Source: an optimization exercise on an open RTL-to-GDS flow (aim: small area). Production flows keep margins and buffers that such runs may drop.
RTL that was checked went through simulation tests only; none was proved equivalent to the original.
Function not checked in run 1: the RTL went through the layout flow alone.
Power figures rest on the tool's default switching activity, not on a simulated workload.

==> flow/design.v <==
`timescale 1ns/100ps
module PE(clk, rst, bias, co_prob, perturb_prob, parent_gene0, parent_gene1, child_gene);
input clk;
input rst;
input bias;
input [7:0] co_prob;
input [7:0] perturb_prob;
input [31:0] parent_gene0;
input [31:0] parent_gene1;
output [31:0] child_gene;
reg [7:0] st;
wire [7:0] st_next;
assign st_next[0] = ~(st[2] ^ st[6] ^ st[7]);
assign st_next[1] = ~(st[0] ^ st[1] ^ st[2] ^ st[5] ^ st[6]);
assign st_next[2] = st[0] ^ st[1] ^ st[3] ^ st[5] ^ st[6];
assign st_next[3] = st[0] ^ st[2] ^ st[3] ^ st[4] ^ st[6] ^ st[7];
assign st_next[4] = st[0] ^ st[2] ^ st[5] ^ st[6] ^ st[7];
assign st_next[5] = ~(~(st[6]));
assign st_next[6] = ~(~(st[0] ^ st[1] ^ st[5] ^ st[6]));
assign st_next[7] = ~(st[2] ^ st[5] ^ st[6] ^ st[7]);
always @(posedge clk, posedge rst)
begin
    if (rst)
        st <= 8'h8E;
    else
        st <= st_next;
end
wire [7:0] s0;
assign s0[0] = st[0] ^ st[1] ^ st[2] ^ st[6];
assign s0[1] = ~(st[0] ^ st[1] ^ st[7]);
assign s0[2] = ~(st[1] ^ st[7]);
assign s0[3] = st[1] ^ st[4];
assign s0[4] = ~(st[2] ^ st[3] ^ st[5] ^ st[7]);
assign s0[5] = st[2] ^ st[5] ^ st[6] ^ st[7];
assign s0[6] = ~(st[7]);
assign s0[7] = ~(st[0] ^ st[1] ^ st[5] ^ st[6]);
wire [7:0] s1;
assign s1[0] = st[1] ^ st[4] ^ st[5];
assign s1[1] = ~(st[0] ^ st[2] ^ st[3] ^ st[5]);
assign s1[2] = ~(st[0] ^ st[1] ^ st[2] ^ st[4]);
assign s1[3] = st[1] ^ st[2] ^ st[3] ^ st[4] ^ st[5] ^ st[6];
assign s1[4] = st[0] ^ st[1] ^ st[3];
assign s1[5] = st[0] ^ st[2] ^ st[5] ^ st[7];
assign s1[6] = st[4] ^ st[5];
assign s1[7] = st[2] ^ st[3] ^ st[4] ^ st[6];
wire [7:0] s2;
assign s2[0] = st[0] ^ st[1] ^ st[3] ^ st[5] ^ st[6] ^ st[7];
assign s2[1] = st[0] ^ st[1] ^ st[2] ^ st[5] ^ st[6];
assign s2[2] = ~(st[1]);
assign s2[3] = st[0] ^ st[4] ^ st[5] ^ st[6];
assign s2[4] = ~(st[2] ^ st[3] ^ st[5] ^ st[6] ^ st[7]);
assign s2[5] = st[2] ^ st[6] ^ st[7];
assign s2[6] = ~(st[0]);
assign s2[7] = st[4] ^ st[7];
wire [7:0] s3;
assign s3[0] = ~(st[1] ^ st[7]);
assign s3[1] = st[1] ^ st[4];
assign s3[2] = ~(st[2] ^ st[3] ^ st[5] ^ st[7]);
assign s3[3] = st[2] ^ st[5] ^ st[6] ^ st[7];
assign s3[4] = ~(st[7]);
assign s3[5] = ~(st[0] ^ st[1] ^ st[5] ^ st[6]);
assign s3[6] = ~(st[6]);
assign s3[7] = ~(st[5]);
wire [7:0] m0n;
assign m0n[0] = st[0] ^ st[4] ^ st[5] ^ st[6];
assign m0n[1] = ~(st[2] ^ st[3] ^ st[5] ^ st[6] ^ st[7]);
assign m0n[2] = st[2] ^ st[6] ^ st[7];
assign m0n[3] = ~(st[0]);
assign m0n[4] = st[4] ^ st[7];
assign m0n[5] = st[1] ^ st[2] ^ st[3] ^ st[4] ^ st[5] ^ st[7];
assign m0n[6] = st[3] ^ st[6];
assign m0n[7] = st[2] ^ st[5] ^ st[6];
wire [7:0] m1n;
assign m1n[0] = st[0] ^ st[2] ^ st[5] ^ st[6] ^ st[7];
assign m1n[1] = st[4];
assign m1n[2] = st[0] ^ st[2] ^ st[3] ^ st[4] ^ st[6] ^ st[7];
assign m1n[3] = st[3];
assign m1n[4] = st[2] ^ st[6];
assign m1n[5] = ~(st[1] ^ st[5] ^ st[6]);
assign m1n[6] = st[4] ^ st[6] ^ st[7];
assign m1n[7] = st[1] ^ st[2] ^ st[3] ^ st[4] ^ st[7];
wire [7:0] m2n;
assign m2n[0] = st[0] ^ st[3] ^ st[6];
assign m2n[1] = ~(st[2] ^ st[4] ^ st[5] ^ st[6] ^ st[7]);
assign m2n[2] = st[0] ^ st[2] ^ st[3] ^ st[4] ^ st[6];
assign m2n[3] = st[0] ^ st[1] ^ st[3] ^ st[5] ^ st[6];
assign m2n[4] = st[2];
assign m2n[5] = ~(st[1] ^ st[6]);
assign m2n[6] = st[0] ^ st[4] ^ st[6];
assign m2n[7] = ~(st[0] ^ st[2] ^ st[3] ^ st[5] ^ st[6]);
wire [7:0] m3n;
assign m3n[0] = st[1] ^ st[4] ^ st[5] ^ st[6];
assign m3n[1] = ~(st[0] ^ st[2] ^ st[3]);
assign m3n[2] = ~(st[1] ^ st[2] ^ st[4] ^ st[7]);
assign m3n[3] = ~(st[0] ^ st[2] ^ st[3] ^ st[7]);
assign m3n[4] = ~(st[0] ^ st[2] ^ st[4] ^ st[5] ^ st[6] ^ st[7]);
assign m3n[5] = ~(st[0] ^ st[2] ^ st[3] ^ st[6] ^ st[7]);
assign m3n[6] = ~(st[0] ^ st[2] ^ st[4] ^ st[6] ^ st[7]);
assign m3n[7] = ~(st[2] ^ st[3] ^ st[6]);
wire [31:0] s_all = {s3, s2, s1, s0};
wire [31:0] m_all = {m3n, m2n, m1n, m0n};
reg [3:0] csel;
reg [31:0] child_n;
integer i;
always @(posedge clk)
begin
    for (i = 0; i < 4; i = i + 1) begin
        if (rst)
            csel[i] <= 1'b0;
        else
            csel[i] <= (co_prob > s_all[8*i +: 8]) ^ bias;
        child_n[8*i +: 8] <= ~((perturb_prob > s_all[8*i +: 8]) ? m_all[8*i +: 8] :
                               csel[i] ? parent_gene1[8*i +: 8] : parent_gene0[8*i +: 8]);
    end
end
assign child_gene = ~child_n;
endmodule
==> flow/flow/run.sh <==
#!/bin/bash
# Own layout flow for the PE.
#
# 1. the standard synthesis (standard.sh synth), unchanged.
# 2. Its netlist is replaced by flow/netlist.v, a hand-mapped netlist of the
#    same RTL (generated by gen/gen.py) that keeps exactly the standard
#    synthesis's registers: same instance names and cell types (checked
#    here by check_regs.py; the flow stops if they differ).
# 3. the standard layout (standard.sh finish) from that netlist, with:
#    - every input and output port buffered by a sky130 buf_1
#      (buffer_ports otherwise picks clkdlybuf4s50_1, which is larger);
#    - clock tree synthesis with small clock buffers and no dummy loads.
# Each tool's output goes to a log file of its own in this folder.
set -euo pipefail
export BUFFER_PORTS_ARGS="-buffer_cell sky130_fd_sc_hd__buf_1"
export CTS_ARGS="-sink_clustering_enable -repair_clock_nets -dont_use_dummy_load -buf_list {sky130_fd_sc_hd__clkbuf_4 sky130_fd_sc_hd__clkbuf_8}"
R=orfs/results/${FLOW_PLATFORM}/PE/base
bash standard.sh synth > make_synth.log 2>&1
cp $R/1_2_yosys.v standard_synth.v
python3 flow/check_regs.py standard_synth.v flow/netlist.v > check_regs.log 2>&1 || { cat check_regs.log; exit 1; }
cp flow/netlist.v $R/1_2_yosys.v
rm -f $R/1_synth.odb
bash standard.sh finish > make_finish.log 2>&1
==> flow/flow/check_regs.py <==
#!/usr/bin/env python3
"""check_regs.py STANDARD.v MINE.v: both netlists must hold the same flip-flops
(instance name and cell type)."""
import re, sys
def regs(path):
    txt = open(path).read()
    out = {}
    for m in re.finditer(r'(sky130_fd_sc_hd__(?:df|sdf|edf|dl)\w+)\s+(\\\S+|\w+)\s*\(', txt):
        out[m.group(2)] = m.group(1)
    return out
a, b = regs(sys.argv[1]), regs(sys.argv[2])
if a != b:
    for k in sorted(set(a) | set(b)):
        if a.get(k) != b.get(k):
            print('register mismatch:', k, a.get(k), b.get(k))
    sys.exit(1)
print('registers match:', len(a))
==> flow/flow/netlist.v <==
module PE(clk, rst, bias, co_prob, perturb_prob, parent_gene0, parent_gene1, child_gene);
  input clk;
  input rst;
  input bias;
  input [7:0] co_prob;
  input [7:0] perturb_prob;
  input [31:0] parent_gene0;
  input [31:0] parent_gene1;
  output [31:0] child_gene;
  wire \child_n[0] ;
  wire \child_n[10] ;
  wire \child_n[11] ;
  wire \child_n[12] ;
  wire \child_n[13] ;
  wire \child_n[14] ;
  wire \child_n[15] ;
  wire \child_n[16] ;
  wire \child_n[17] ;
  wire \child_n[18] ;
  wire \child_n[19] ;
  wire \child_n[1] ;
  wire \child_n[20] ;
  wire \child_n[21] ;
  wire \child_n[22] ;
  wire \child_n[23] ;
  wire \child_n[24] ;
  wire \child_n[25] ;
  wire \child_n[26] ;
  wire \child_n[27] ;
  wire \child_n[28] ;
  wire \child_n[29] ;
  wire \child_n[2] ;
  wire \child_n[30] ;
  wire \child_n[31] ;
  wire \child_n[3] ;
  wire \child_n[4] ;
  wire \child_n[5] ;
  wire \child_n[6] ;
  wire \child_n[7] ;
  wire \child_n[8] ;
  wire \child_n[9] ;
  wire \csel[0] ;
  wire \csel[1] ;
  wire \csel[2] ;
  wire \csel[3] ;
  wire \st[0] ;
  wire \st[0]_n ;
  wire \st[1] ;
  wire \st[2] ;
  wire \st[3] ;
  wire \st[4] ;
  wire \st[5] ;
  wire \st[6] ;
  wire \st[7] ;
  wire cd_0;
  wire cd_1;
  wire cd_2;
  wire cd_3;
  wire cn_d0;
  wire cn_d1;
  wire cn_d10;
  wire cn_d11;
  wire cn_d12;
  wire cn_d13;
  wire cn_d14;
  wire cn_d15;
  wire cn_d16;
  wire cn_d17;
  wire cn_d18;
  wire cn_d19;
  wire cn_d2;
  wire cn_d20;
  wire cn_d21;
  wire cn_d22;
  wire cn_d23;
  wire cn_d24;
  wire cn_d25;
  wire cn_d26;
  wire cn_d27;
  wire cn_d28;
  wire cn_d29;
  wire cn_d3;
  wire cn_d30;
  wire cn_d31;
  wire cn_d4;
  wire cn_d5;
  wire cn_d6;
  wire cn_d7;
  wire cn_d8;
  wire cn_d9;
  wire co0_n;
  wire cx_0;
  wire cx_1;
  wire cx_2;
  wire cx_3;
  wire gt_c_S0_1;
  wire gt_c_S0_2;
  wire gt_c_S0_3;
  wire gt_c_S0_4;
  wire gt_c_S0_5;
  wire gt_c_S0_6;
  wire gt_c_S0_7;
  wire gt_c_S0_8;
  wire gt_c_S1_1;
  wire gt_c_S1_2;
  wire gt_c_S1_3;
  wire gt_c_S1_4;
  wire gt_c_S1_5;
  wire gt_c_S1_6;
  wire gt_c_S1_7;
  wire gt_c_S1_8;
  wire gt_c_S2_1;
  wire gt_c_S2_2;
  wire gt_c_S2_3;
  wire gt_c_S2_4;
  wire gt_c_S2_5;
  wire gt_c_S2_6;
  wire gt_c_S2_7;
  wire gt_c_S2_8;
  wire gt_c_S3_1;
  wire gt_c_S3_2;
  wire gt_c_S3_3;
  wire gt_c_S3_4;
  wire gt_c_S3_5;
  wire gt_c_S3_6;
  wire gt_c_S3_7;
  wire gt_c_S3_8;
  wire gt_p_S0_1;
  wire gt_p_S0_2;
  wire gt_p_S0_3;
  wire gt_p_S0_4;
  wire gt_p_S0_5;
  wire gt_p_S0_6;
  wire gt_p_S0_7;
  wire gt_p_S0_8;
  wire gt_p_S1_1;
  wire gt_p_S1_2;
  wire gt_p_S1_3;
  wire gt_p_S1_4;
  wire gt_p_S1_5;
  wire gt_p_S1_6;
  wire gt_p_S1_7;
  wire gt_p_S1_8;
  wire gt_p_S2_1;
  wire gt_p_S2_2;
  wire gt_p_S2_3;
  wire gt_p_S2_4;
  wire gt_p_S2_5;
  wire gt_p_S2_6;
  wire gt_p_S2_7;
  wire gt_p_S2_8;
  wire gt_p_S3_1;
  wire gt_p_S3_2;
  wire gt_p_S3_3;
  wire gt_p_S3_4;
  wire gt_p_S3_5;
  wire gt_p_S3_6;
  wire gt_p_S3_7;
  wire gt_p_S3_8;
  wire pp0_n;
  wire sel0_0;
  wire sel0_1;
  wire sel0_2;
  wire sel0_3;
  wire sel1_0;
  wire sel1_1;
  wire sel1_2;
  wire sel1_3;
  wire x_01;
  wire x_02;
  wire x_03;
  wire x_04;
  wire x_07;
  wire x_08;
  wire x_0e;
  wire x_10;
  wire x_12;
  wire x_13;
  wire x_24;
  wire x_29;
  wire x_2f;
  wire x_35;
  wire x_35_n;
  wire x_38;
  wire x_41;
  wire x_42;
  wire x_47;
  wire x_47_n;
  wire x_48;
  wire x_52;
  wire x_59;
  wire x_5e;
  wire x_62;
  wire x_6a;
  wire x_6a_n;
  wire x_6f;
  wire x_77;
  wire x_7b;
  wire x_84;
  wire x_87;
  wire x_8e;
  wire x_90;
  wire x_9d;
  wire x_9d_n;
  wire x_a4;
  wire x_a7;
  wire x_ab;
  wire x_b2;
  wire x_b3;
  wire x_ba;
  wire x_bc;
  wire x_c4;
  wire x_ce;
  wire x_d2;
  wire x_de;
  wire x_e0;
  wire x_e3;
  wire x_e3_n;
  wire x_f6;
  sky130_fd_sc_hd__inv_1 g1 (.A(rst), .Y(rst_n));
  sky130_fd_sc_hd__dfrtp_1 \st[0]$_DFF_PP0_  (.CLK(clk), .D(x_9d), .RESET_B(rst_n), .Q(\st[0] ));
  sky130_fd_sc_hd__dfstp_2 \st[1]$_DFF_PP1_  (.CLK(clk), .D(x_a7), .SET_B(rst_n), .Q(\st[1] ));
  sky130_fd_sc_hd__dfstp_2 \st[2]$_DFF_PP1_  (.CLK(clk), .D(x_d2), .SET_B(rst_n), .Q(\st[2] ));
  sky130_fd_sc_hd__dfstp_2 \st[3]$_DFF_PP1_  (.CLK(clk), .D(x_38), .SET_B(rst_n), .Q(\st[3] ));
  sky130_fd_sc_hd__dfrtp_1 \st[4]$_DFF_PP0_  (.CLK(clk), .D(x_e0), .RESET_B(rst_n), .Q(\st[4] ));
  sky130_fd_sc_hd__dfrtp_1 \st[5]$_DFF_PP0_  (.CLK(clk), .D(\st[6] ), .RESET_B(rst_n), .Q(\st[5] ));
  sky130_fd_sc_hd__dfrtp_1 \st[6]$_DFF_PP0_  (.CLK(clk), .D(x_ce), .RESET_B(rst_n), .Q(\st[6] ));
  sky130_fd_sc_hd__dfstp_2 \st[7]$_DFF_PP1_  (.CLK(clk), .D(x_29), .SET_B(rst_n), .Q(\st[7] ));
  sky130_fd_sc_hd__xor2_1 g2 (.A(\st[6] ), .B(\st[2] ), .X(x_0e));
  sky130_fd_sc_hd__xnor2_1 g3 (.A(\st[4] ), .B(\st[1] ), .Y(x_a4));
  sky130_fd_sc_hd__xnor2_1 g4 (.A(\st[6] ), .B(\st[1] ), .Y(x_b3));
  sky130_fd_sc_hd__xnor2_1 g5 (.A(\st[4] ), .B(\st[5] ), .Y(x_c4));
  sky130_fd_sc_hd__xor2_1 g6 (.A(\st[7] ), .B(\st[1] ), .X(x_47));
  sky130_fd_sc_hd__xnor2_1 g7 (.A(\st[4] ), .B(\st[7] ), .Y(x_e3));
  sky130_fd_sc_hd__xor2_1 g8 (.A(\st[3] ), .B(\st[6] ), .X(x_7b));
  sky130_fd_sc_hd__xnor2_1 g9 (.A(\st[6] ), .B(x_e3), .Y(x_84));
  sky130_fd_sc_hd__xor2_1 g10 (.A(x_b3), .B(\st[5] ), .X(x_07));
  sky130_fd_sc_hd__xor2_1 g11 (.A(x_47), .B(\st[0] ), .X(x_8e));
  sky130_fd_sc_hd__xnor2_1 g12 (.A(x_a4), .B(\st[5] ), .Y(x_10));
  sky130_fd_sc_hd__xnor2_1 g13 (.A(x_0e), .B(\st[3] ), .Y(x_12));
  sky130_fd_sc_hd__xnor2_1 g14 (.A(x_0e), .B(\st[7] ), .Y(x_9d));
  sky130_fd_sc_hd__xor2_1 g15 (.A(x_7b), .B(\st[0] ), .X(x_b2));
  sky130_fd_sc_hd__xor2_1 g16 (.A(x_0e), .B(\st[5] ), .X(x_ba));
  sky130_fd_sc_hd__xor2_1 g17 (.A(x_b3), .B(x_c4), .X(x_77));
  sky130_fd_sc_hd__xor2_1 g18 (.A(x_b2), .B(x_b3), .X(x_01));
  sky130_fd_sc_hd__xor2_1 g19 (.A(x_10), .B(x_12), .X(x_02));
  sky130_fd_sc_hd__xor2_1 g20 (.A(x_b2), .B(x_ba), .X(x_08));
  sky130_fd_sc_hd__xnor2_1 g21 (.A(x_8e), .B(x_9d), .Y(x_13));
  sky130_fd_sc_hd__xnor2_1 g22 (.A(\st[7] ), .B(x_ba), .Y(x_29));
  sky130_fd_sc_hd__xor2_1 g23 (.A(x_9d), .B(x_b2), .X(x_2f));
  sky130_fd_sc_hd__xnor2_1 g24 (.A(x_0e), .B(x_b2), .Y(x_bc));
  sky130_fd_sc_hd__xnor2_1 g25 (.A(x_07), .B(\st[0] ), .Y(x_ce));
  sky130_fd_sc_hd__xnor2_1 g26 (.A(x_9d), .B(x_c4), .Y(x_59));
  sky130_fd_sc_hd__xor2_1 g27 (.A(x_12), .B(\st[4] ), .X(x_62));
  sky130_fd_sc_hd__xor2_1 g28 (.A(x_59), .B(\st[0] ), .X(x_90));
  sky130_fd_sc_hd__xnor2_1 g29 (.A(x_13), .B(\st[5] ), .Y(x_a7));
  sky130_fd_sc_hd__xnor2_1 g30 (.A(x_2f), .B(x_84), .Y(x_ab));
  sky130_fd_sc_hd__xnor2_1 g31 (.A(\st[3] ), .B(x_29), .Y(x_35));
  sky130_fd_sc_hd__xnor2_1 g32 (.A(x_84), .B(x_bc), .Y(x_38));
  sky130_fd_sc_hd__xor2_1 g33 (.A(x_2f), .B(\st[6] ), .X(x_48));
  sky130_fd_sc_hd__xnor2_1 g34 (.A(x_29), .B(x_7b), .Y(x_52));
  sky130_fd_sc_hd__xor2_1 g35 (.A(\st[3] ), .B(x_ce), .X(x_d2));
  sky130_fd_sc_hd__xnor2_1 g36 (.A(x_07), .B(x_59), .Y(x_5e));
  sky130_fd_sc_hd__xor2_1 g37 (.A(x_10), .B(x_ce), .X(x_de));
  sky130_fd_sc_hd__xnor2_1 g38 (.A(x_29), .B(\st[0] ), .Y(x_e0));
  sky130_fd_sc_hd__xor2_1 g39 (.A(x_08), .B(x_62), .X(x_6a));
  sky130_fd_sc_hd__xnor2_1 g40 (.A(x_08), .B(\st[6] ), .Y(x_6f));
  sky130_fd_sc_hd__xnor2_1 g41 (.A(x_35), .B(x_b2), .Y(x_87));
  sky130_fd_sc_hd__xnor2_1 g42 (.A(\st[3] ), .B(x_38), .Y(x_24));
  sky130_fd_sc_hd__xor2_1 g43 (.A(x_13), .B(x_52), .X(x_41));
  sky130_fd_sc_hd__xor2_1 g44 (.A(x_10), .B(x_52), .X(x_42));
  sky130_fd_sc_hd__xor2_1 g45 (.A(x_38), .B(x_ce), .X(x_f6));
  sky130_fd_sc_hd__xor2_1 g46 (.A(x_01), .B(x_02), .X(x_03));
  sky130_fd_sc_hd__xnor2_1 g47 (.A(x_03), .B(x_07), .Y(x_04));
  sky130_fd_sc_hd__inv_1 g48 (.A(x_35), .Y(x_35_n));
  sky130_fd_sc_hd__inv_1 g49 (.A(x_47), .Y(x_47_n));
  sky130_fd_sc_hd__inv_1 g50 (.A(x_6a), .Y(x_6a_n));
  sky130_fd_sc_hd__inv_1 g51 (.A(x_9d), .Y(x_9d_n));
  sky130_fd_sc_hd__inv_1 g52 (.A(\st[0] ), .Y(\st[0]_n ));
  sky130_fd_sc_hd__inv_1 g53 (.A(x_e3), .Y(x_e3_n));
  sky130_fd_sc_hd__inv_1 g54 (.A(co_prob[0]), .Y(co0_n));
  sky130_fd_sc_hd__inv_1 g55 (.A(perturb_prob[0]), .Y(pp0_n));
  sky130_fd_sc_hd__nor2_1 g56 (.A(co0_n), .B(x_13), .Y(gt_c_S0_1));
  sky130_fd_sc_hd__maj3_1 g57 (.A(co_prob[1]), .B(x_8e), .C(gt_c_S0_1), .X(gt_c_S0_2));
  sky130_fd_sc_hd__maj3_1 g58 (.A(co_prob[2]), .B(x_47), .C(gt_c_S0_2), .X(gt_c_S0_3));
  sky130_fd_sc_hd__maj3_1 g59 (.A(co_prob[3]), .B(x_a4), .C(gt_c_S0_3), .X(gt_c_S0_4));
  sky130_fd_sc_hd__maj3_1 g60 (.A(co_prob[4]), .B(x_52), .C(gt_c_S0_4), .X(gt_c_S0_5));
  sky130_fd_sc_hd__maj3_1 g61 (.A(co_prob[5]), .B(x_29), .C(gt_c_S0_5), .X(gt_c_S0_6));
  sky130_fd_sc_hd__maj3_1 g62 (.A(co_prob[6]), .B(\st[7] ), .C(gt_c_S0_6), .X(gt_c_S0_7));
  sky130_fd_sc_hd__maj3_1 g63 (.A(co_prob[7]), .B(x_ce), .C(gt_c_S0_7), .X(gt_c_S0_8));
  sky130_fd_sc_hd__nor2_1 g64 (.A(pp0_n), .B(x_13), .Y(gt_p_S0_1));
  sky130_fd_sc_hd__maj3_1 g65 (.A(perturb_prob[1]), .B(x_8e), .C(gt_p_S0_1), .X(gt_p_S0_2));
  sky130_fd_sc_hd__maj3_1 g66 (.A(perturb_prob[2]), .B(x_47), .C(gt_p_S0_2), .X(gt_p_S0_3));
  sky130_fd_sc_hd__maj3_1 g67 (.A(perturb_prob[3]), .B(x_a4), .C(gt_p_S0_3), .X(gt_p_S0_4));
  sky130_fd_sc_hd__maj3_1 g68 (.A(perturb_prob[4]), .B(x_52), .C(gt_p_S0_4), .X(gt_p_S0_5));
  sky130_fd_sc_hd__maj3_1 g69 (.A(perturb_prob[5]), .B(x_29), .C(gt_p_S0_5), .X(gt_p_S0_6));
  sky130_fd_sc_hd__maj3_1 g70 (.A(perturb_prob[6]), .B(\st[7] ), .C(gt_p_S0_6), .X(gt_p_S0_7));
  sky130_fd_sc_hd__maj3_1 g71 (.A(perturb_prob[7]), .B(x_ce), .C(gt_p_S0_7), .X(gt_p_S0_8));
  sky130_fd_sc_hd__xnor2_1 g72 (.A(gt_c_S0_8), .B(bias), .Y(cx_0));
  sky130_fd_sc_hd__nor2_1 g73 (.A(rst), .B(cx_0), .Y(cd_0));
  sky130_fd_sc_hd__dfxtp_1 \csel[0]$_SDFF_PP0_  (.CLK(clk), .D(cd_0), .Q(\csel[0] ));
  sky130_fd_sc_hd__nor2_1 g74 (.A(gt_p_S0_8), .B(\csel[0] ), .Y(sel0_0));
  sky130_fd_sc_hd__nor2b_1 g75 (.A(gt_p_S0_8), .B_N(\csel[0] ), .Y(sel1_0));
  sky130_fd_sc_hd__a222oi_1 g76 (.A1(sel0_0), .A2(parent_gene0[0]), .B1(sel1_0), .B2(parent_gene1[0]), .C1(gt_p_S0_8), .C2(x_6a_n), .Y(cn_d0));
  sky130_fd_sc_hd__dfxtp_1 \child_n[0]$_DFF_P_  (.CLK(clk), .D(cn_d0), .Q(\child_n[0] ));
  sky130_fd_sc_hd__inv_1 g77 (.A(\child_n[0] ), .Y(child_gene[0]));
  sky130_fd_sc_hd__a222oi_1 g78 (.A1(sel0_0), .A2(parent_gene0[1]), .B1(sel1_0), .B2(parent_gene1[1]), .C1(gt_p_S0_8), .C2(x_35_n), .Y(cn_d1));
  sky130_fd_sc_hd__dfxtp_1 \child_n[1]$_DFF_P_  (.CLK(clk), .D(cn_d1), .Q(\child_n[1] ));
  sky130_fd_sc_hd__inv_1 g79 (.A(\child_n[1] ), .Y(child_gene[1]));
  sky130_fd_sc_hd__a222oi_1 g80 (.A1(sel0_0), .A2(parent_gene0[2]), .B1(sel1_0), .B2(parent_gene1[2]), .C1(gt_p_S0_8), .C2(x_9d_n), .Y(cn_d2));
  sky130_fd_sc_hd__dfxtp_1 \child_n[2]$_DFF_P_  (.CLK(clk), .D(cn_d2), .Q(\child_n[2] ));
  sky130_fd_sc_hd__inv_1 g81 (.A(\child_n[2] ), .Y(child_gene[2]));
  sky130_fd_sc_hd__a222oi_1 g82 (.A1(sel0_0), .A2(parent_gene0[3]), .B1(sel1_0), .B2(parent_gene1[3]), .C1(gt_p_S0_8), .C2(\st[0]_n ), .Y(cn_d3));
  sky130_fd_sc_hd__dfxtp_1 \child_n[3]$_DFF_P_  (.CLK(clk), .D(cn_d3), .Q(\child_n[3] ));
  sky130_fd_sc_hd__inv_1 g83 (.A(\child_n[3] ), .Y(child_gene[3]));
  sky130_fd_sc_hd__a222oi_1 g84 (.A1(sel0_0), .A2(parent_gene0[4]), .B1(sel1_0), .B2(parent_gene1[4]), .C1(gt_p_S0_8), .C2(x_e3_n), .Y(cn_d4));
  sky130_fd_sc_hd__dfxtp_1 \child_n[4]$_DFF_P_  (.CLK(clk), .D(cn_d4), .Q(\child_n[4] ));
  sky130_fd_sc_hd__inv_1 g85 (.A(\child_n[4] ), .Y(child_gene[4]));
  sky130_fd_sc_hd__a222oi_1 g86 (.A1(sel0_0), .A2(parent_gene0[5]), .B1(sel1_0), .B2(parent_gene1[5]), .C1(gt_p_S0_8), .C2(x_f6), .Y(cn_d5));
  sky130_fd_sc_hd__dfxtp_1 \child_n[5]$_DFF_P_  (.CLK(clk), .D(cn_d5), .Q(\child_n[5] ));
  sky130_fd_sc_hd__inv_1 g87 (.A(\child_n[5] ), .Y(child_gene[5]));
  sky130_fd_sc_hd__a222oi_1 g88 (.A1(sel0_0), .A2(parent_gene0[6]), .B1(sel1_0), .B2(parent_gene1[6]), .C1(gt_p_S0_8), .C2(x_7b), .Y(cn_d6));
  sky130_fd_sc_hd__dfxtp_1 \child_n[6]$_DFF_P_  (.CLK(clk), .D(cn_d6), .Q(\child_n[6] ));
  sky130_fd_sc_hd__inv_1 g89 (.A(\child_n[6] ), .Y(child_gene[6]));
  sky130_fd_sc_hd__a222oi_1 g90 (.A1(sel0_0), .A2(parent_gene0[7]), .B1(sel1_0), .B2(parent_gene1[7]), .C1(gt_p_S0_8), .C2(x_ba), .Y(cn_d7));
  sky130_fd_sc_hd__dfxtp_1 \child_n[7]$_DFF_P_  (.CLK(clk), .D(cn_d7), .Q(\child_n[7] ));
  sky130_fd_sc_hd__inv_1 g91 (.A(\child_n[7] ), .Y(child_gene[7]));
  sky130_fd_sc_hd__nor2_1 g92 (.A(co0_n), .B(x_10), .Y(gt_c_S1_1));
  sky130_fd_sc_hd__maj3_1 g93 (.A(co_prob[1]), .B(x_08), .C(gt_c_S1_1), .X(gt_c_S1_2));
  sky130_fd_sc_hd__maj3_1 g94 (.A(co_prob[2]), .B(x_04), .C(gt_c_S1_2), .X(gt_c_S1_3));
  sky130_fd_sc_hd__maj3_1 g95 (.A(co_prob[3]), .B(x_02), .C(gt_c_S1_3), .X(gt_c_S1_4));
  sky130_fd_sc_hd__maj3_1 g96 (.A(co_prob[4]), .B(x_01), .C(gt_c_S1_4), .X(gt_c_S1_5));
  sky130_fd_sc_hd__maj3_1 g97 (.A(co_prob[5]), .B(x_87), .C(gt_c_S1_5), .X(gt_c_S1_6));
  sky130_fd_sc_hd__maj3_1 g98 (.A(co_prob[6]), .B(x_c4), .C(gt_c_S1_6), .X(gt_c_S1_7));
  sky130_fd_sc_hd__maj3_1 g99 (.A(co_prob[7]), .B(x_62), .C(gt_c_S1_7), .X(gt_c_S1_8));
  sky130_fd_sc_hd__nor2_1 g100 (.A(pp0_n), .B(x_10), .Y(gt_p_S1_1));
  sky130_fd_sc_hd__maj3_1 g101 (.A(perturb_prob[1]), .B(x_08), .C(gt_p_S1_1), .X(gt_p_S1_2));
  sky130_fd_sc_hd__maj3_1 g102 (.A(perturb_prob[2]), .B(x_04), .C(gt_p_S1_2), .X(gt_p_S1_3));
  sky130_fd_sc_hd__maj3_1 g103 (.A(perturb_prob[3]), .B(x_02), .C(gt_p_S1_3), .X(gt_p_S1_4));
  sky130_fd_sc_hd__maj3_1 g104 (.A(perturb_prob[4]), .B(x_01), .C(gt_p_S1_4), .X(gt_p_S1_5));
  sky130_fd_sc_hd__maj3_1 g105 (.A(perturb_prob[5]), .B(x_87), .C(gt_p_S1_5), .X(gt_p_S1_6));
  sky130_fd_sc_hd__maj3_1 g106 (.A(perturb_prob[6]), .B(x_c4), .C(gt_p_S1_6), .X(gt_p_S1_7));
  sky130_fd_sc_hd__maj3_1 g107 (.A(perturb_prob[7]), .B(x_62), .C(gt_p_S1_7), .X(gt_p_S1_8));
  sky130_fd_sc_hd__xnor2_1 g108 (.A(gt_c_S1_8), .B(bias), .Y(cx_1));
  sky130_fd_sc_hd__nor2_1 g109 (.A(rst), .B(cx_1), .Y(cd_1));
  sky130_fd_sc_hd__dfxtp_1 \csel[1]$_SDFF_PP0_  (.CLK(clk), .D(cd_1), .Q(\csel[1] ));
  sky130_fd_sc_hd__nor2_1 g110 (.A(gt_p_S1_8), .B(\csel[1] ), .Y(sel0_1));
  sky130_fd_sc_hd__nor2b_1 g111 (.A(gt_p_S1_8), .B_N(\csel[1] ), .Y(sel1_1));
  sky130_fd_sc_hd__a222oi_1 g112 (.A1(sel0_1), .A2(parent_gene0[8]), .B1(sel1_1), .B2(parent_gene1[8]), .C1(gt_p_S1_8), .C2(x_e0), .Y(cn_d8));
  sky130_fd_sc_hd__dfxtp_1 \child_n[8]$_DFF_P_  (.CLK(clk), .D(cn_d8), .Q(\child_n[8] ));
  sky130_fd_sc_hd__inv_1 g113 (.A(\child_n[8] ), .Y(child_gene[8]));
  sky130_fd_sc_hd__a222oi_1 g114 (.A1(sel0_1), .A2(parent_gene0[9]), .B1(sel1_1), .B2(parent_gene1[9]), .C1(gt_p_S1_8), .C2(\st[4] ), .Y(cn_d9));
  sky130_fd_sc_hd__dfxtp_1 \child_n[9]$_DFF_P_  (.CLK(clk), .D(cn_d9), .Q(\child_n[9] ));
  sky130_fd_sc_hd__inv_1 g115 (.A(\child_n[9] ), .Y(child_gene[9]));
  sky130_fd_sc_hd__a222oi_1 g116 (.A1(sel0_1), .A2(parent_gene0[10]), .B1(sel1_1), .B2(parent_gene1[10]), .C1(gt_p_S1_8), .C2(x_38), .Y(cn_d10));
  sky130_fd_sc_hd__dfxtp_1 \child_n[10]$_DFF_P_  (.CLK(clk), .D(cn_d10), .Q(\child_n[10] ));
  sky130_fd_sc_hd__inv_1 g117 (.A(\child_n[10] ), .Y(child_gene[10]));
  sky130_fd_sc_hd__a222oi_1 g118 (.A1(sel0_1), .A2(parent_gene0[11]), .B1(sel1_1), .B2(parent_gene1[11]), .C1(gt_p_S1_8), .C2(\st[3] ), .Y(cn_d11));
  sky130_fd_sc_hd__dfxtp_1 \child_n[11]$_DFF_P_  (.CLK(clk), .D(cn_d11), .Q(\child_n[11] ));
  sky130_fd_sc_hd__inv_1 g119 (.A(\child_n[11] ), .Y(child_gene[11]));
  sky130_fd_sc_hd__a222oi_1 g120 (.A1(sel0_1), .A2(parent_gene0[12]), .B1(sel1_1), .B2(parent_gene1[12]), .C1(gt_p_S1_8), .C2(x_0e), .Y(cn_d12));
  sky130_fd_sc_hd__dfxtp_1 \child_n[12]$_DFF_P_  (.CLK(clk), .D(cn_d12), .Q(\child_n[12] ));
  sky130_fd_sc_hd__inv_1 g121 (.A(\child_n[12] ), .Y(child_gene[12]));
  sky130_fd_sc_hd__a222oi_1 g122 (.A1(sel0_1), .A2(parent_gene0[13]), .B1(sel1_1), .B2(parent_gene1[13]), .C1(gt_p_S1_8), .C2(x_07), .Y(cn_d13));
  sky130_fd_sc_hd__dfxtp_1 \child_n[13]$_DFF_P_  (.CLK(clk), .D(cn_d13), .Q(\child_n[13] ));
  sky130_fd_sc_hd__inv_1 g123 (.A(\child_n[13] ), .Y(child_gene[13]));
  sky130_fd_sc_hd__a222oi_1 g124 (.A1(sel0_1), .A2(parent_gene0[14]), .B1(sel1_1), .B2(parent_gene1[14]), .C1(gt_p_S1_8), .C2(x_84), .Y(cn_d14));
  sky130_fd_sc_hd__dfxtp_1 \child_n[14]$_DFF_P_  (.CLK(clk), .D(cn_d14), .Q(\child_n[14] ));
  sky130_fd_sc_hd__inv_1 g125 (.A(\child_n[14] ), .Y(child_gene[14]));
  sky130_fd_sc_hd__a222oi_1 g126 (.A1(sel0_1), .A2(parent_gene0[15]), .B1(sel1_1), .B2(parent_gene1[15]), .C1(gt_p_S1_8), .C2(x_42), .Y(cn_d15));
  sky130_fd_sc_hd__dfxtp_1 \child_n[15]$_DFF_P_  (.CLK(clk), .D(cn_d15), .Q(\child_n[15] ));
  sky130_fd_sc_hd__inv_1 g127 (.A(\child_n[15] ), .Y(child_gene[15]));
  sky130_fd_sc_hd__nor2_1 g128 (.A(co0_n), .B(x_41), .Y(gt_c_S2_1));
  sky130_fd_sc_hd__maj3_1 g129 (.A(co_prob[1]), .B(x_a7), .C(gt_c_S2_1), .X(gt_c_S2_2));
  sky130_fd_sc_hd__maj3_1 g130 (.A(co_prob[2]), .B(\st[1] ), .C(gt_c_S2_2), .X(gt_c_S2_3));
  sky130_fd_sc_hd__maj3_1 g131 (.A(co_prob[3]), .B(x_6a), .C(gt_c_S2_3), .X(gt_c_S2_4));
  sky130_fd_sc_hd__maj3_1 g132 (.A(co_prob[4]), .B(x_35), .C(gt_c_S2_4), .X(gt_c_S2_5));
  sky130_fd_sc_hd__maj3_1 g133 (.A(co_prob[5]), .B(x_9d), .C(gt_c_S2_5), .X(gt_c_S2_6));
  sky130_fd_sc_hd__maj3_1 g134 (.A(co_prob[6]), .B(\st[0] ), .C(gt_c_S2_6), .X(gt_c_S2_7));
  sky130_fd_sc_hd__maj3_1 g135 (.A(co_prob[7]), .B(x_e3), .C(gt_c_S2_7), .X(gt_c_S2_8));
  sky130_fd_sc_hd__nor2_1 g136 (.A(pp0_n), .B(x_41), .Y(gt_p_S2_1));
  sky130_fd_sc_hd__maj3_1 g137 (.A(perturb_prob[1]), .B(x_a7), .C(gt_p_S2_1), .X(gt_p_S2_2));
  sky130_fd_sc_hd__maj3_1 g138 (.A(perturb_prob[2]), .B(\st[1] ), .C(gt_p_S2_2), .X(gt_p_S2_3));
  sky130_fd_sc_hd__maj3_1 g139 (.A(perturb_prob[3]), .B(x_6a), .C(gt_p_S2_3), .X(gt_p_S2_4));
  sky130_fd_sc_hd__maj3_1 g140 (.A(perturb_prob[4]), .B(x_35), .C(gt_p_S2_4), .X(gt_p_S2_5));
  sky130_fd_sc_hd__maj3_1 g141 (.A(perturb_prob[5]), .B(x_9d), .C(gt_p_S2_5), .X(gt_p_S2_6));
  sky130_fd_sc_hd__maj3_1 g142 (.A(perturb_prob[6]), .B(\st[0] ), .C(gt_p_S2_6), .X(gt_p_S2_7));
  sky130_fd_sc_hd__maj3_1 g143 (.A(perturb_prob[7]), .B(x_e3), .C(gt_p_S2_7), .X(gt_p_S2_8));
  sky130_fd_sc_hd__xnor2_1 g144 (.A(gt_c_S2_8), .B(bias), .Y(cx_2));
  sky130_fd_sc_hd__nor2_1 g145 (.A(rst), .B(cx_2), .Y(cd_2));
  sky130_fd_sc_hd__dfxtp_1 \csel[2]$_SDFF_PP0_  (.CLK(clk), .D(cd_2), .Q(\csel[2] ));
  sky130_fd_sc_hd__nor2_1 g146 (.A(gt_p_S2_8), .B(\csel[2] ), .Y(sel0_2));
  sky130_fd_sc_hd__nor2b_1 g147 (.A(gt_p_S2_8), .B_N(\csel[2] ), .Y(sel1_2));
  sky130_fd_sc_hd__a222oi_1 g148 (.A1(sel0_2), .A2(parent_gene0[16]), .B1(sel1_2), .B2(parent_gene1[16]), .C1(gt_p_S2_8), .C2(x_b2), .Y(cn_d16));
  sky130_fd_sc_hd__dfxtp_1 \child_n[16]$_DFF_P_  (.CLK(clk), .D(cn_d16), .Q(\child_n[16] ));
  sky130_fd_sc_hd__inv_1 g149 (.A(\child_n[16] ), .Y(child_gene[16]));
  sky130_fd_sc_hd__a222oi_1 g150 (.A1(sel0_2), .A2(parent_gene0[17]), .B1(sel1_2), .B2(parent_gene1[17]), .C1(gt_p_S2_8), .C2(x_59), .Y(cn_d17));
  sky130_fd_sc_hd__dfxtp_1 \child_n[17]$_DFF_P_  (.CLK(clk), .D(cn_d17), .Q(\child_n[17] ));
  sky130_fd_sc_hd__inv_1 g151 (.A(\child_n[17] ), .Y(child_gene[17]));
  sky130_fd_sc_hd__a222oi_1 g152 (.A1(sel0_2), .A2(parent_gene0[18]), .B1(sel1_2), .B2(parent_gene1[18]), .C1(gt_p_S2_8), .C2(x_ab), .Y(cn_d18));
  sky130_fd_sc_hd__dfxtp_1 \child_n[18]$_DFF_P_  (.CLK(clk), .D(cn_d18), .Q(\child_n[18] ));
  sky130_fd_sc_hd__inv_1 g153 (.A(\child_n[18] ), .Y(child_gene[18]));
  sky130_fd_sc_hd__a222oi_1 g154 (.A1(sel0_2), .A2(parent_gene0[19]), .B1(sel1_2), .B2(parent_gene1[19]), .C1(gt_p_S2_8), .C2(x_d2), .Y(cn_d19));
  sky130_fd_sc_hd__dfxtp_1 \child_n[19]$_DFF_P_  (.CLK(clk), .D(cn_d19), .Q(\child_n[19] ));
  sky130_fd_sc_hd__inv_1 g155 (.A(\child_n[19] ), .Y(child_gene[19]));
  sky130_fd_sc_hd__a222oi_1 g156 (.A1(sel0_2), .A2(parent_gene0[20]), .B1(sel1_2), .B2(parent_gene1[20]), .C1(gt_p_S2_8), .C2(\st[2] ), .Y(cn_d20));
  sky130_fd_sc_hd__dfxtp_1 \child_n[20]$_DFF_P_  (.CLK(clk), .D(cn_d20), .Q(\child_n[20] ));
  sky130_fd_sc_hd__inv_1 g157 (.A(\child_n[20] ), .Y(child_gene[20]));
  sky130_fd_sc_hd__a222oi_1 g158 (.A1(sel0_2), .A2(parent_gene0[21]), .B1(sel1_2), .B2(parent_gene1[21]), .C1(gt_p_S2_8), .C2(x_b3), .Y(cn_d21));
  sky130_fd_sc_hd__dfxtp_1 \child_n[21]$_DFF_P_  (.CLK(clk), .D(cn_d21), .Q(\child_n[21] ));
  sky130_fd_sc_hd__inv_1 g159 (.A(\child_n[21] ), .Y(child_gene[21]));
  sky130_fd_sc_hd__a222oi_1 g160 (.A1(sel0_2), .A2(parent_gene0[22]), .B1(sel1_2), .B2(parent_gene1[22]), .C1(gt_p_S2_8), .C2(x_de), .Y(cn_d22));
  sky130_fd_sc_hd__dfxtp_1 \child_n[22]$_DFF_P_  (.CLK(clk), .D(cn_d22), .Q(\child_n[22] ));
  sky130_fd_sc_hd__inv_1 g161 (.A(\child_n[22] ), .Y(child_gene[22]));
  sky130_fd_sc_hd__a222oi_1 g162 (.A1(sel0_2), .A2(parent_gene0[23]), .B1(sel1_2), .B2(parent_gene1[23]), .C1(gt_p_S2_8), .C2(x_6f), .Y(cn_d23));
  sky130_fd_sc_hd__dfxtp_1 \child_n[23]$_DFF_P_  (.CLK(clk), .D(cn_d23), .Q(\child_n[23] ));
  sky130_fd_sc_hd__inv_1 g163 (.A(\child_n[23] ), .Y(child_gene[23]));
  sky130_fd_sc_hd__nor2_1 g164 (.A(co0_n), .B(x_47_n), .Y(gt_c_S3_1));
  sky130_fd_sc_hd__maj3_1 g165 (.A(co_prob[1]), .B(x_a4), .C(gt_c_S3_1), .X(gt_c_S3_2));
  sky130_fd_sc_hd__maj3_1 g166 (.A(co_prob[2]), .B(x_52), .C(gt_c_S3_2), .X(gt_c_S3_3));
  sky130_fd_sc_hd__maj3_1 g167 (.A(co_prob[3]), .B(x_29), .C(gt_c_S3_3), .X(gt_c_S3_4));
  sky130_fd_sc_hd__maj3_1 g168 (.A(co_prob[4]), .B(\st[7] ), .C(gt_c_S3_4), .X(gt_c_S3_5));
  sky130_fd_sc_hd__maj3_1 g169 (.A(co_prob[5]), .B(x_ce), .C(gt_c_S3_5), .X(gt_c_S3_6));
  sky130_fd_sc_hd__maj3_1 g170 (.A(co_prob[6]), .B(\st[6] ), .C(gt_c_S3_6), .X(gt_c_S3_7));
  sky130_fd_sc_hd__maj3_1 g171 (.A(co_prob[7]), .B(\st[5] ), .C(gt_c_S3_7), .X(gt_c_S3_8));
  sky130_fd_sc_hd__nor2_1 g172 (.A(pp0_n), .B(x_47_n), .Y(gt_p_S3_1));
  sky130_fd_sc_hd__maj3_1 g173 (.A(perturb_prob[1]), .B(x_a4), .C(gt_p_S3_1), .X(gt_p_S3_2));
  sky130_fd_sc_hd__maj3_1 g174 (.A(perturb_prob[2]), .B(x_52), .C(gt_p_S3_2), .X(gt_p_S3_3));
  sky130_fd_sc_hd__maj3_1 g175 (.A(perturb_prob[3]), .B(x_29), .C(gt_p_S3_3), .X(gt_p_S3_4));
  sky130_fd_sc_hd__maj3_1 g176 (.A(perturb_prob[4]), .B(\st[7] ), .C(gt_p_S3_4), .X(gt_p_S3_5));
  sky130_fd_sc_hd__maj3_1 g177 (.A(perturb_prob[5]), .B(x_ce), .C(gt_p_S3_5), .X(gt_p_S3_6));
  sky130_fd_sc_hd__maj3_1 g178 (.A(perturb_prob[6]), .B(\st[6] ), .C(gt_p_S3_6), .X(gt_p_S3_7));
  sky130_fd_sc_hd__maj3_1 g179 (.A(perturb_prob[7]), .B(\st[5] ), .C(gt_p_S3_7), .X(gt_p_S3_8));
  sky130_fd_sc_hd__xnor2_1 g180 (.A(gt_c_S3_8), .B(bias), .Y(cx_3));
  sky130_fd_sc_hd__nor2_1 g181 (.A(rst), .B(cx_3), .Y(cd_3));
  sky130_fd_sc_hd__dfxtp_1 \csel[3]$_SDFF_PP0_  (.CLK(clk), .D(cd_3), .Q(\csel[3] ));
  sky130_fd_sc_hd__nor2_1 g182 (.A(gt_p_S3_8), .B(\csel[3] ), .Y(sel0_3));
  sky130_fd_sc_hd__nor2b_1 g183 (.A(gt_p_S3_8), .B_N(\csel[3] ), .Y(sel1_3));
  sky130_fd_sc_hd__a222oi_1 g184 (.A1(sel0_3), .A2(parent_gene0[24]), .B1(sel1_3), .B2(parent_gene1[24]), .C1(gt_p_S3_8), .C2(x_77), .Y(cn_d24));
  sky130_fd_sc_hd__dfxtp_1 \child_n[24]$_DFF_P_  (.CLK(clk), .D(cn_d24), .Q(\child_n[24] ));
  sky130_fd_sc_hd__inv_1 g185 (.A(\child_n[24] ), .Y(child_gene[24]));
  sky130_fd_sc_hd__a222oi_1 g186 (.A1(sel0_3), .A2(parent_gene0[25]), .B1(sel1_3), .B2(parent_gene1[25]), .C1(gt_p_S3_8), .C2(x_bc), .Y(cn_d25));
  sky130_fd_sc_hd__dfxtp_1 \child_n[25]$_DFF_P_  (.CLK(clk), .D(cn_d25), .Q(\child_n[25] ));
  sky130_fd_sc_hd__inv_1 g187 (.A(\child_n[25] ), .Y(child_gene[25]));
  sky130_fd_sc_hd__a222oi_1 g188 (.A1(sel0_3), .A2(parent_gene0[26]), .B1(sel1_3), .B2(parent_gene1[26]), .C1(gt_p_S3_8), .C2(x_5e), .Y(cn_d26));
  sky130_fd_sc_hd__dfxtp_1 \child_n[26]$_DFF_P_  (.CLK(clk), .D(cn_d26), .Q(\child_n[26] ));
  sky130_fd_sc_hd__inv_1 g189 (.A(\child_n[26] ), .Y(child_gene[26]));
  sky130_fd_sc_hd__a222oi_1 g190 (.A1(sel0_3), .A2(parent_gene0[27]), .B1(sel1_3), .B2(parent_gene1[27]), .C1(gt_p_S3_8), .C2(x_2f), .Y(cn_d27));
  sky130_fd_sc_hd__dfxtp_1 \child_n[27]$_DFF_P_  (.CLK(clk), .D(cn_d27), .Q(\child_n[27] ));
  sky130_fd_sc_hd__inv_1 g191 (.A(\child_n[27] ), .Y(child_gene[27]));
  sky130_fd_sc_hd__a222oi_1 g192 (.A1(sel0_3), .A2(parent_gene0[28]), .B1(sel1_3), .B2(parent_gene1[28]), .C1(gt_p_S3_8), .C2(x_90), .Y(cn_d28));
  sky130_fd_sc_hd__dfxtp_1 \child_n[28]$_DFF_P_  (.CLK(clk), .D(cn_d28), .Q(\child_n[28] ));
  sky130_fd_sc_hd__inv_1 g193 (.A(\child_n[28] ), .Y(child_gene[28]));
  sky130_fd_sc_hd__a222oi_1 g194 (.A1(sel0_3), .A2(parent_gene0[29]), .B1(sel1_3), .B2(parent_gene1[29]), .C1(gt_p_S3_8), .C2(x_48), .Y(cn_d29));
  sky130_fd_sc_hd__dfxtp_1 \child_n[29]$_DFF_P_  (.CLK(clk), .D(cn_d29), .Q(\child_n[29] ));
  sky130_fd_sc_hd__inv_1 g195 (.A(\child_n[29] ), .Y(child_gene[29]));
  sky130_fd_sc_hd__a222oi_1 g196 (.A1(sel0_3), .A2(parent_gene0[30]), .B1(sel1_3), .B2(parent_gene1[30]), .C1(gt_p_S3_8), .C2(x_24), .Y(cn_d30));
  sky130_fd_sc_hd__dfxtp_1 \child_n[30]$_DFF_P_  (.CLK(clk), .D(cn_d30), .Q(\child_n[30] ));
  sky130_fd_sc_hd__inv_1 g197 (.A(\child_n[30] ), .Y(child_gene[30]));
  sky130_fd_sc_hd__a222oi_1 g198 (.A1(sel0_3), .A2(parent_gene0[31]), .B1(sel1_3), .B2(parent_gene1[31]), .C1(gt_p_S3_8), .C2(x_12), .Y(cn_d31));
  sky130_fd_sc_hd__dfxtp_1 \child_n[31]$_DFF_P_  (.CLK(clk), .D(cn_d31), .Q(\child_n[31] ));
  sky130_fd_sc_hd__inv_1 g199 (.A(\child_n[31] ), .Y(child_gene[31]));
endmodule
==> flow/standard.sh <==
#!/bin/bash
# synth_recipe.tcl (not shown) runs the flow's synth.tcl, then flattens the netlist and writes it again
# the make line also repeats each setting of config.mk as NAME=value (left out here)
make -C /OpenROAD-flow-scripts/flow DESIGN_CONFIG=/design/flow/config.mk WORK_HOME=/design/flow/orfs CLKGATE_MAP_FILE= SYNTH_SCRIPT=/design/flow/synth_recipe.tcl "${@:-finish}"
==> flow/config.mk <==
export PLATFORM = sky130hd
export DESIGN_NAME = PE
export DESIGN_NICKNAME = PE
export VERILOG_FILES = /design/flow/design.v
export SDC_FILE = /design/flow/constraint.sdc
export NUM_CORES = 4
export LEC_CHECK = 0
export CAP_MARGIN = 20
export CORE_MARGIN = 2
export CORE_UTILIZATION = 40
export SLEW_MARGIN = 20
==> flow/constraint.sdc <==
create_clock -name core_clock -period 5.0 [get_ports {clk}]
set_input_delay 1.0000 -clock core_clock [delete_from_list [all_inputs] [get_ports {clk}]]
set_output_delay 1.0000 -clock core_clock [all_outputs]
set_load 0.01 [all_outputs]
==> qor.txt, run 1 <==
Critical path endpoint category: flop
Pleak: 0.00136 µW
Critical path class: reg2reg
Max-slew violation count: 0
Drt pass-1 iters: 5
WL/cell: 15.7 µm
CTS tree: done
Hold Violations, Final: 0
GRT Util Overall: 0.214
Relative slew slack: 0.627
Power Dens Cells: 217 nW/µm²
Post-Place Setup Slack: 0.0865 ns
Initial antenna violation count: 0
Full die area: 6860 µm²
Antenna Violating Nets Remaining: 0
Synth Area per Inst: 10.2 µm²
Core Region: 5960 µm²
Hold/Removal Path Class: reg2reg
Worst-skew pair later-pin latency: 0.29 ns
RD Place Congestion: 0.906
Worst R2R Setup Slack: 0.18 ns
Worst Path Max Fanout: 7
FMAX: 208 MHz
Finished Core Util: 0.566
Status: no timing/DRC/antenna violations
Num CTS Buffers: 5
Internal: 539 µW
Syn_nets: 326
Hold_buf cts: 0
Root buffer cell: clkbuf_8
IO Port Bufs: 114
Max Cap Viol: 0
Finished Layout Cells: 463
H-tree depth: 2
Setup crit start kind: flop
Ports: 115
Die Span Y: 82.8 µm
Dpl hpwl: 5.82 mm
First DRT Iteration DRCs: 177
Worst slew pin tran: 0.556 ns
Sw Ratio: 0.262
CP Data Arrival Time: 4.97 ns
Fin crit share: 0.963
Antenna Cells: 0
Vias in the first global route: 2240
Initial core utilization: 0.417
Fraction of layout cells with a size suffix above 1: 0.116
Skew final: 0.0115 ns
RSZ-0062 raised after global routing: false
PnR worst setup slack: 0.184 ns
CTS Sinks: 44
Die X: 82.8 µm
Worst-path clk slew: 0.08 ns
Clock power share: 0.267
Share of total power in combinational logic: 0.204
Required @ worst endpoint: 5.15 ns
Cells after Synth: 243
Total grt overflow: 0
Minimum clock period: 4.82 ns
Share of total power in sequential cells: 0.529
Area Growth Syn to Fin: 35.8%
Layout Nets: 473
WL final: 7.25 mm
Synth warn: 1
Synthesized cell area: 2480 µm²
FP Rows: 28
Largest net degree at the start of global routing: 14
First-pass GRT wire length: 10.8 mm
Final Setup Violations: 0
Placed insts: 457
Worst vdd ir: 111 µV
Drt via density: 5.19
Setup tns final: 0 ns
Clk buf depth: 2
P_sw: 192 µW
Via Count: 2405
Remaining DRCs: 0
## worst paths after layout
path / from / to / depth (start not counted)
worst min-delay path: csel[3] / child_n[26] / 3
worst max register to register: st[2] / child_n[10] / 15
max in group asynchronous: rst / st[1] / 2
min in group asynchronous: rst / st[4] / 2
worst min register to register: csel[3] / child_n[26] / 3
worst max-delay path: st[2] / child_n[10] / 15
## worst max-delay path, stage by stage, from the launching register on
cell and delay, ns:
dfstp_2 0.60, xor2_4 0.12, buf_4 0.18, xnor2_1 0.41
xor2_1 0.35, xor2_1 0.21, xnor2_1 0.13, maj3_1 0.35
maj3_1 0.36, maj3_1 0.37, maj3_1 0.36, maj3_1 0.36
maj3_1 0.41, nor2b_1 0.21, buf_4 0.19, a222oi_1 0.08
## metrics by stage
stage               power [µW]  hold WS, ns  cell area, µm²
detailed placement         542        0.645            3250
global placement           540        0.646            3250
global route               776        0.694            3370
CTS                        739        0.663            3320
finish                     731        0.669            3370
floorplan                  473        0.566            2540
## flip-flops by register name, indices dropped and copies added, names as in the netlist
register and count:
st 8, csel 4, child_n 32
## metal layers
| metal | track usage | wire length, µm | vias to the layer above |
|---|---|---|---|
| met1 | 0.273 | 3240 | 1136 |
| met2 | 0.366 | 3490 | 99 |
| met3 | 0.0281 | 426 | 7 |
| met5 | 0 | 0 | - |
| li1 | - | - | 1163 |
| met4 | 0.0836 | 94 | 0 |
## power groups by stage
stage | Combinational (µW) | Clock (µW) | Sequential (µW)
floorplan | 81.4 | 0 | 392
global placement | 146 | 0 | 394
detailed placement | 147 | 0 | 395
CTS | 148 | 205 | 387
global route | 168 | 218 | 390
finish | 149 | 195 | 387
## area by class of cell
| class | count | area (µm²) |
|---|---|---|
| inverter | 41 | 154 |
| timing repair buffer | 140 | 623 |
| clock buffer | 5 | 68.8 |
| sequential | 44 | 926 |
| multi-input combinational | 158 | 1510 |
| tap | 75 | 93.8 |
| fill | 578 | 2580 |
## repair_timing
| action | CTS | global route |
|---|---|---|
| gates resized for setup | 0 | 7 |
| endpoints found under the setup margin | 0 | 8 |
| buffers inserted | 0 | 1 |
## placed cells by master, fill, tap and decap left out, drive strengths merged, types with 5 or more instances in the layout
cell type,count
dfxtp,36
xor2,22
clkbuf,5
a222oi,32
maj3,56
nor2,16
xnor2,28
inv,41
buf,140
==> run 2: changes to the inputs <==
--- a/flow/design.v
+++ b/flow/design.v
@@ -16,6 +16,6 @@
 assign st_next[3] = st[0] ^ st[2] ^ st[3] ^ st[4] ^ st[6] ^ st[7];
 assign st_next[4] = st[0] ^ st[2] ^ st[5] ^ st[6] ^ st[7];
-assign st_next[5] = ~(~(st[6]));
-assign st_next[6] = ~(~(st[0] ^ st[1] ^ st[5] ^ st[6]));
+assign st_next[5] = st[6];
+assign st_next[6] = st[0] ^ st[1] ^ st[5] ^ st[6];
 assign st_next[7] = ~(st[2] ^ st[5] ^ st[6] ^ st[7]);
 always @(posedge clk, posedge rst)
==> qor.txt, run 2 <==
Worst slew pin tran: 0.556 ns (unchanged)
Worst Path Max Fanout: 7 (unchanged)
Setup crit start kind: flop
Die Span Y: 82.8 µm (unchanged)
Hold/Removal Path Class: reg2reg
Post-DP Area: 3250 µm² (unchanged)
Initial core utilization: 0.417 (unchanged)
Worst vdd ir: 111 µV (unchanged)
Drt pass-1 iters: 5 (unchanged)
Cells after Synth: 243 (unchanged)
Remaining DRCs: 0 (unchanged)
Power, Total: 731 µW (unchanged)
Skew final: 0.0115 ns (unchanged)
Antenna Cells: 0 (unchanged)
CTS tree: done
Max Cap Viol: 0 (unchanged)
GRT Util Overall: 0.214 (unchanged)
Minimum clock period: 4.82 ns (unchanged)
Pleak: 0.00136 µW (unchanged)
Synthesized cell area: 2480 µm² (unchanged)
RSZ-0062 raised after global routing: false
CP Data Arrival Time: 4.97 ns (about the same)
Antenna Violating Nets Remaining: 0 (unchanged)
Max-slew violation count: 0 (unchanged)
Status: no timing/DRC/antenna violations
Share of total power in combinational logic: 0.204 (about the same)
Fraction of layout cells with a size suffix above 1: 0.116 (unchanged)
FMAX: 208 MHz (unchanged)
Largest reg by FF count: child_n
Core Region: 5960 µm² (unchanged)
Initial antenna violation count: 0 (unchanged)
H-tree depth: 2 (unchanged)
Sw Ratio: 0.262 (unchanged)
Dpl hpwl: 5.82 mm (unchanged)
Num CTS Buffers: 5 (unchanged)
Via Count: 2405 (unchanged)
CTS Sinks: 44 (unchanged)
Ports: 115 (unchanged)
Power Dens Cells: 217 nW/µm² (unchanged)
Root buffer cell: clkbuf_8
Worst-skew pair later-pin latency: 0.29 ns (about the same)
WL/cell: 15.7 µm (unchanged)
Vias in the first global route: 2240 (unchanged)
Clock power share: 0.267 (about the same)
Most frequent cells in the layout: buf_1 (114), maj3_1 (55), inv_1 (41)
Relative slew slack: 0.627 (unchanged)
Internal: 539 µW (unchanged)
Critical path endpoint category: flop
Setup tns final: 0 ns (unchanged)
Fin crit share: 0.963 (unchanged)
Leading cell type in the layout, fill and taps excluded: buf_1
Share of total power in sequential cells: 0.529 (about the same)
RD Place Congestion: 0.906 (unchanged)
Critical path class: reg2reg
Final Setup Violations: 0 (unchanged)
Number of flip-flops in the largest register: 32 (unchanged)
Worst-path clk slew: 0.08 ns (about the same)
IO Port Bufs: 114 (unchanged)
Full die area: 6860 µm² (unchanged)
First DRT Iteration DRCs: 177 (unchanged)
Synth Area per Inst: 10.2 µm² (unchanged)
Area Growth Syn to Fin: 35.8% (unchanged)
Drt via density: 5.19 (unchanged)
P_sw: 192 µW (unchanged)
FP Rows: 28 (unchanged)
Hold Violations, Final: 0 (unchanged)
Regs by FF count: child_n (32), st (8), csel (4)
Synth warn: 1 (unchanged)
Required @ worst endpoint: 5.15 ns (about the same)
First-pass GRT wire length: 10.8 mm (unchanged)
Clk buf depth: 2 (unchanged)
Syn_nets: 326 (unchanged)
Largest net degree at the start of global routing: 14 (unchanged)
Layout Nets: 473 (unchanged)
WL final: 7.25 mm (unchanged)
Total grt overflow: 0 (unchanged)
Die X: 82.8 µm (unchanged)
Cell area after layout: 3370 µm² (unchanged)
==> run 2: final cells by class <==
type / instances / area (µm²)
clock buffer: 5 / 68.8
fill: 578 / 2580
inverter: 41 / 154
multi-input combinational: 158 / 1510
sequential: 44 / 926
tap: 75 / 93.8
timing repair buffer: 140 / 623
==> run 2: path summary, 6_finish.rpt <==
kind,to,depth (start not counted),startpoint,slack [ns]
worst max-delay path,child_n[10],15,st[2],0.18
worst min-delay path,child_n[26],3,csel[3],0.67
worst max register to register,child_n[10],15,st[2],0.18
worst min register to register,child_n[26],3,csel[3],0.67
max in group asynchronous,st[1],2,rst,3.95
min in group asynchronous,st[4],2,rst,0.72
==> run 2: what timing repair did <==
action / CTS / global route
endpoints found under the hold margin: 0 / 0
hold buffers: 0 / 0
endpoints found under the setup margin: 0 / 8
gates resized for setup: 0 / 7
setup buffers: 0 / 1
==> run 2: through the flow <==
stage                     std cells  hold WS [ns]  worst slack (ns)   util
after floorplan                 243         0.566            0.0230      -
after global placement          457         0.646             0.157  0.546
after detailed placement        457         0.645            0.0865  0.546
after CTS                       462         0.663            0.0666  0.557
after global routing            463         0.694            0.0318  0.566
final                           463         0.669             0.184  0.566
==> run 2: critical path, stage by stage (launching register included) <==
cell	delay [ns]
dfstp_2	0.60
xor2_4	0.12
buf_4	0.18
xnor2_1	0.41
xor2_1	0.35
xor2_1	0.21
xnor2_1	0.13
maj3_1	0.35
maj3_1	0.36
maj3_1	0.37
maj3_1	0.36
maj3_1	0.36
maj3_1	0.41
nor2b_1	0.21
buf_4	0.19
a222oi_1	0.08
==> run 2: power by group through the flow <==
stage	logic (µW)	registers [µW]	clock network, µW
2_1_floorplan	81.4	392	0
4_1_cts	148	387	205
3_3_place_gp	146	394	0
6_report	149	387	195
5_1_grt	168	390	218
3_5_place_dp	147	395	0
==> run 2: metal layers <==
layer / vias up / wire, µm / track usage / part of all wire
li1: 1163 / - / - / -
met4: 0 / 94 / 0.0836 / 0.013
met1: 1136 / 3240 / 0.273 / 0.45
met2: 99 / 3490 / 0.366 / 0.48
met3: 7 / 426 / 0.0281 / 0.059
met5: - / 0 / 0 / 0

what the ideal ports hide:
In the flow no input, the clock included, has a driving cell. The finished layouts below were timed again as built, in two steps.
Step 1 (the two cells are an assumption about what drives the block):
set clk [get_ports {clk}]
set_driving_cell -lib_cell sky130_fd_sc_hd__clkbuf_16 $clk
set_driving_cell -lib_cell sky130_fd_sc_hd__buf_2 [delete_from_list [all_inputs] $clk]
Step 2 also shifts input and output timing later by t, the mid clock arrival at the registers, as if the neighbouring blocks saw the same clock.
Three values: no drivers, after step 1, after step 2; two values: the first two.
| run | t (ns) | slack for setup (ns) | worst hold slack (ns) |
|---|---|---|---|
| run 1 | 0.311 | 0.184 / 0.184 / 0.184 | 0.669 / 0.669 / 0.669 |
| run 2 | 0.311 | 0.184 / 0.184 / 0.184 | 0.669 / 0.669 / 0.669 |
After both steps every run listed still meets setup and hold.
